This design comes from an exercise in tuning for small area, a short achievable clock period and few clock cycles on the open sky130 flow, not from production work.
Where RTL was checked, it was by simulation tests only, not by an equivalence proof against the original.
No activity file was given, so power comes from the tool's default toggle rates.

==> try-nickel: inputs <==
==> flow/design.v <==
module matrix_mult_pipelined_10 #(parameter DATA_WIDTH = 8)(
    input clk,                         
    input rst,                         
    input in_valid,                    
    input [7:0] in_data,               
    output reg in_ready,               
    output reg out_valid,              
    output reg [2*DATA_WIDTH-1:0] out_data   
);
    reg [DATA_WIDTH-1:0] A_matrix [0:99];
    reg [DATA_WIDTH-1:0] B_matrix [0:99];
    reg [2*DATA_WIDTH-1:0] partial_product [0:9];  
    reg [2*DATA_WIDTH-1:0] accum_stage;           
    reg [6:0] calc_index;                         
    reg [6:0] j;                                  
    reg [1:0] cc;                                 
    reg write_done;                               
    reg [7:0] rx_count;                           
    reg load_done;                                
    integer i;
    wire [6:0] j_row = j / 10;
    wire [6:0] j_col = j % 10;
    reg [DATA_WIDTH-1:0] a_sel [0:9];
    reg [DATA_WIDTH-1:0] b_sel [0:9];
    integer r, k;
    always @(*) begin
        for (k = 0; k < 10; k = k + 1) begin
            a_sel[k] = 0;
            b_sel[k] = 0;
            for (r = 0; r < 10; r = r + 1) begin
                if (j_row == r) a_sel[k] = A_matrix[r*10+k];
                if (j_col == r) b_sel[k] = B_matrix[k*10+r];
            end
        end
    end
    always @(posedge clk) begin
        if (in_valid && in_ready) begin
            if (rx_count < 100)
                A_matrix[rx_count[6:0]] <= in_data;
            else
                B_matrix[rx_count - 100] <= in_data;
        end
    end
    always @(posedge clk or posedge rst) begin
        if (rst) begin
            accum_stage <= 0;
            for (i = 0; i < 10; i = i + 1) partial_product[i] <= 0;
            out_valid <= 0;
            out_data <= 0;
            calc_index <= 0;
            j <= 0;
            cc <= 0;
            write_done <= 0;
            rx_count <= 0;
            load_done <= 0;
            in_ready <= 1;
        end
        else if (!load_done) begin
            out_valid <= 0;
            if (in_valid && in_ready) begin
                rx_count <= rx_count + 1;
                if (rx_count == 199) begin
                    load_done <= 1;
                    in_ready <= 0;
                end
            end
        end
        else begin
            out_valid <= 0;
            if (calc_index < 100) begin
                for (i = 0; i < 10; i = i + 1)
                    partial_product[i] <= a_sel[i] * b_sel[i];
                accum_stage <= partial_product[0] + partial_product[1] + partial_product[2] +
                               partial_product[3] + partial_product[4] + partial_product[5] +
                               partial_product[6] + partial_product[7] + partial_product[8] +
                               partial_product[9];
                if (cc >= 2 || write_done) begin
                    out_data <= accum_stage;
                    out_valid <= 1;
                    calc_index <= calc_index + 1;
                    write_done <= 1;  
                end
                cc <= cc + 1;
                j <= j + 1;  
            end
            else begin
                calc_index <= 0;
                j <= 0;
                cc <= 0;
                write_done <= 0;
                rx_count <= 0;
                load_done <= 0;
                in_ready <= 1;
            end
        end
    end
endmodule
==> flow/run.sh <==
#!/bin/bash
# synth_recipe.tcl (not shown) runs the flow's synth.tcl, then flattens the netlist and writes it again
# the make line also repeats each setting of config.mk as NAME=value (left out here)
make -C /OpenROAD-flow-scripts/flow DESIGN_CONFIG=/design/flow/config.mk WORK_HOME=/design/flow/orfs CLKGATE_MAP_FILE= SYNTH_SCRIPT=/design/flow/synth_recipe.tcl finish
==> flow/config.mk <==
export PLATFORM = sky130hd
export DESIGN_NAME = matrix_mult_pipelined_10
export DESIGN_NICKNAME = matrix_mult_pipelined_10
export VERILOG_FILES = /design/flow/design.v
export SDC_FILE = /design/flow/constraint.sdc
export NUM_CORES = 4
export LEC_CHECK = 0
export CAP_MARGIN = 20
export CORE_MARGIN = 2
export CORE_UTILIZATION = 40
export PLACE_DENSITY = 0.6
export SLEW_MARGIN = 20
==> flow/constraint.sdc <==
create_clock -name core_clock -period 10.0 [get_ports {clk}]
set_input_delay 2.0000 -clock core_clock [delete_from_list [all_inputs] [get_ports {clk}]]
set_output_delay 2.0000 -clock core_clock [all_outputs]
set_load 0.01 [all_outputs]
==> try-umber (differences from try-nickel) <==
==> flow/design.v (replaced) <==
module matrix_mult_pipelined_10 #(parameter DATA_WIDTH = 8)(
    input clk,
    input rst,
    input in_valid,
    input [7:0] in_data,
    output reg in_ready,
    output reg out_valid,
    output reg [2*DATA_WIDTH-1:0] out_data
);
    integer x, k;
    reg [3:0] ph_t, ph_u;      
    reg [3:0] ix_t, ix_u;      
    reg       half;            
    reg       cact;            
    reg       wr_a;            
    reg       wr_b;            
    reg       wr_last;         
    reg [7:0] din_r;
    wire fire = in_valid & in_ready;
    wire ph_u9 = (ph_u == 4'd9);
    wire ph_t9 = (ph_t == 4'd9);
    wire ph99  = ph_u9 & ph_t9;
    wire ix_u9 = (ix_u == 4'd9);
    wire ix_t9 = (ix_t == 4'd9);
    wire ix0   = (ix_u == 4'd0) & (ix_t == 4'd0);
    wire cact_n = wr_last | (cact & ~ph99);
    wire idle_nf = ix0 & ~half & ~cact_n;
    wire [3:0] p1_u = ph_u9 ? 4'd0 : ph_u + 4'd1;
    wire [3:0] p1_t = ph_u9 ? (ph_t9 ? 4'd0 : ph_t + 4'd1) : ph_t;
    wire       p1_u9 = (p1_u == 4'd9);
    wire       p1_t9 = (p1_t == 4'd9);
    wire [3:0] p2_u = p1_u9 ? 4'd0 : p1_u + 4'd1;
    wire [3:0] p2_t = p1_u9 ? (p1_t9 ? 4'd0 : p1_t + 4'd1) : p1_t;
    wire aligned_nf = (p2_u == ix_u) & (p2_t == ix_t);
    wire rdy_nf = idle_nf | aligned_nf;
    always @(posedge clk or posedge rst) begin
        if (rst) begin
            ph_t <= 4'd9; ph_u <= 4'd9;
            ix_t <= 4'd0; ix_u <= 4'd0;
            half <= 1'b0;
            cact <= 1'b0;
            wr_a <= 1'b0; wr_b <= 1'b0; wr_last <= 1'b0;
            in_ready <= 1'b1;
        end else begin
            in_ready <= fire | rdy_nf;
            if (~fire & idle_nf) begin
                ph_t <= 4'd9; ph_u <= 4'd9;
            end else begin
                ph_t <= p1_t; ph_u <= p1_u;
            end
            wr_a <= fire & ~half;
            wr_b <= fire & half;
            wr_last <= fire & half & ix_u9 & ix_t9;
            if (fire) begin
                if (ix_u9) begin
                    ix_u <= 4'd0;
                    if (ix_t9) begin
                        ix_t <= 4'd0;
                        half <= ~half;
                    end else
                        ix_t <= ix_t + 4'd1;
                end else
                    ix_u <= ix_u + 4'd1;
            end
            cact <= cact_n;
        end
    end
    always @(posedge clk) din_r <= in_data;
    reg [7:0] ra [0:99];
    always @(posedge clk) begin
        for (x = 99; x > 0; x = x - 1) ra[x] <= ra[x-1];
        ra[0] <= wr_a ? din_r : ra[99];
    end
    reg [7:0] rb [0:99];    
    always @(posedge clk) begin
        for (k = 0; k < 10; k = k + 1) begin
            for (x = 9; x > 0; x = x - 1) rb[10*k+x] <= rb[10*k+x-1];
            rb[10*k] <= (wr_b && ph_t == k) ? din_r : rb[10*k+9];
        end
    end
    reg [7:0] ah [0:9];
    wire ld_row = cact & (ph_u == 4'd0);
    always @(posedge clk) begin
        if (ld_row)
            for (k = 0; k < 10; k = k + 1) ah[k] <= ra[99-k];
    end
    reg        pv, pv2;
    reg [15:0] pr [0:9];
    reg [15:0] sum;
    always @(*) begin
        sum = 16'd0;
        for (k = 0; k < 10; k = k + 1) sum = sum + pr[k];
    end
    always @(posedge clk) begin
        for (k = 0; k < 10; k = k + 1) pr[k] <= ah[k] * rb[10*k];
        out_data <= sum;
    end
    always @(posedge clk or posedge rst) begin
        if (rst) begin
            pv <= 1'b0; pv2 <= 1'b0; out_valid <= 1'b0;
        end else begin
            pv <= cact;
            pv2 <= pv;
            out_valid <= pv2;
        end
    end
endmodule
==> comparison <==
- In try-nickel the sequential share of layout area is lower than in try-umber, by 2.4 points.
- Against try-umber, the cell area of try-nickel is higher by 45%.
- Between try-umber and try-nickel, the lower clock power is in try-nickel (gap about 5%, measured against try-nickel).
- Total power is about the same in try-nickel and try-umber.
- Synthesized cell count: try-umber is smaller than try-nickel (about 37%).
- try-nickel finished clean. try-umber passed the timing, design-rule and antenna checks.
- Of try-nickel and try-umber, try-nickel has the higher area after synthesis (gap about 50%, measured against try-umber).
- Against try-nickel, the maximum frequency of try-umber is larger by about 90%.
- Of try-umber and try-nickel, try-umber has the higher flip-flop and latch count (gap 69).
- In try-umber the cell count is lower than in try-nickel, by about 34%.
- Against try-umber, the register-to-register slack of try-nickel is worse by 4.6 ns.
- Count of clock-buffer cells in the layout: try-nickel is lower than try-umber (5).
Testbench counts of try-nickel, summed over its fixed seeds: cycles 14,544.
The RTL of try-umber was laid out without a check of its function.

[port drivers added, routing unchanged]
The flow's constraints put no driver on any port. The routed layouts listed below were extracted and timed again, unchanged, in two steps. Step 1 (the two cells are an assumption about what drives the block):
set clk [get_ports {clk}]
set_driving_cell -lib_cell sky130_fd_sc_hd__clkbuf_16 $clk
set_driving_cell -lib_cell sky130_fd_sc_hd__buf_2 [delete_from_list [all_inputs] $clk]
Step 2 times the ports against the registers' clock, not the clock port: input delays grow and output delays shrink by t, the midpoint of the rising clock arrivals with the driver on. a / b / c = ideal ports / drivers / drivers and shift; a / b = the first two.
| run | t (ns) | setup WS [ns] | clock arrival spread, ns | worst slew at a driven data input, ns |
|---|---|---|---|---|
| try-nickel | 0.950 | 0.415 / 0.415 / 0.415 | 0.050 / 0.050 | 0.09 |
| try-umber | 0.883 | 5.024 / 5.024 / 5.024 | 0.059 / 0.059 | 0.03 |
After both steps every run listed still meets setup and hold.
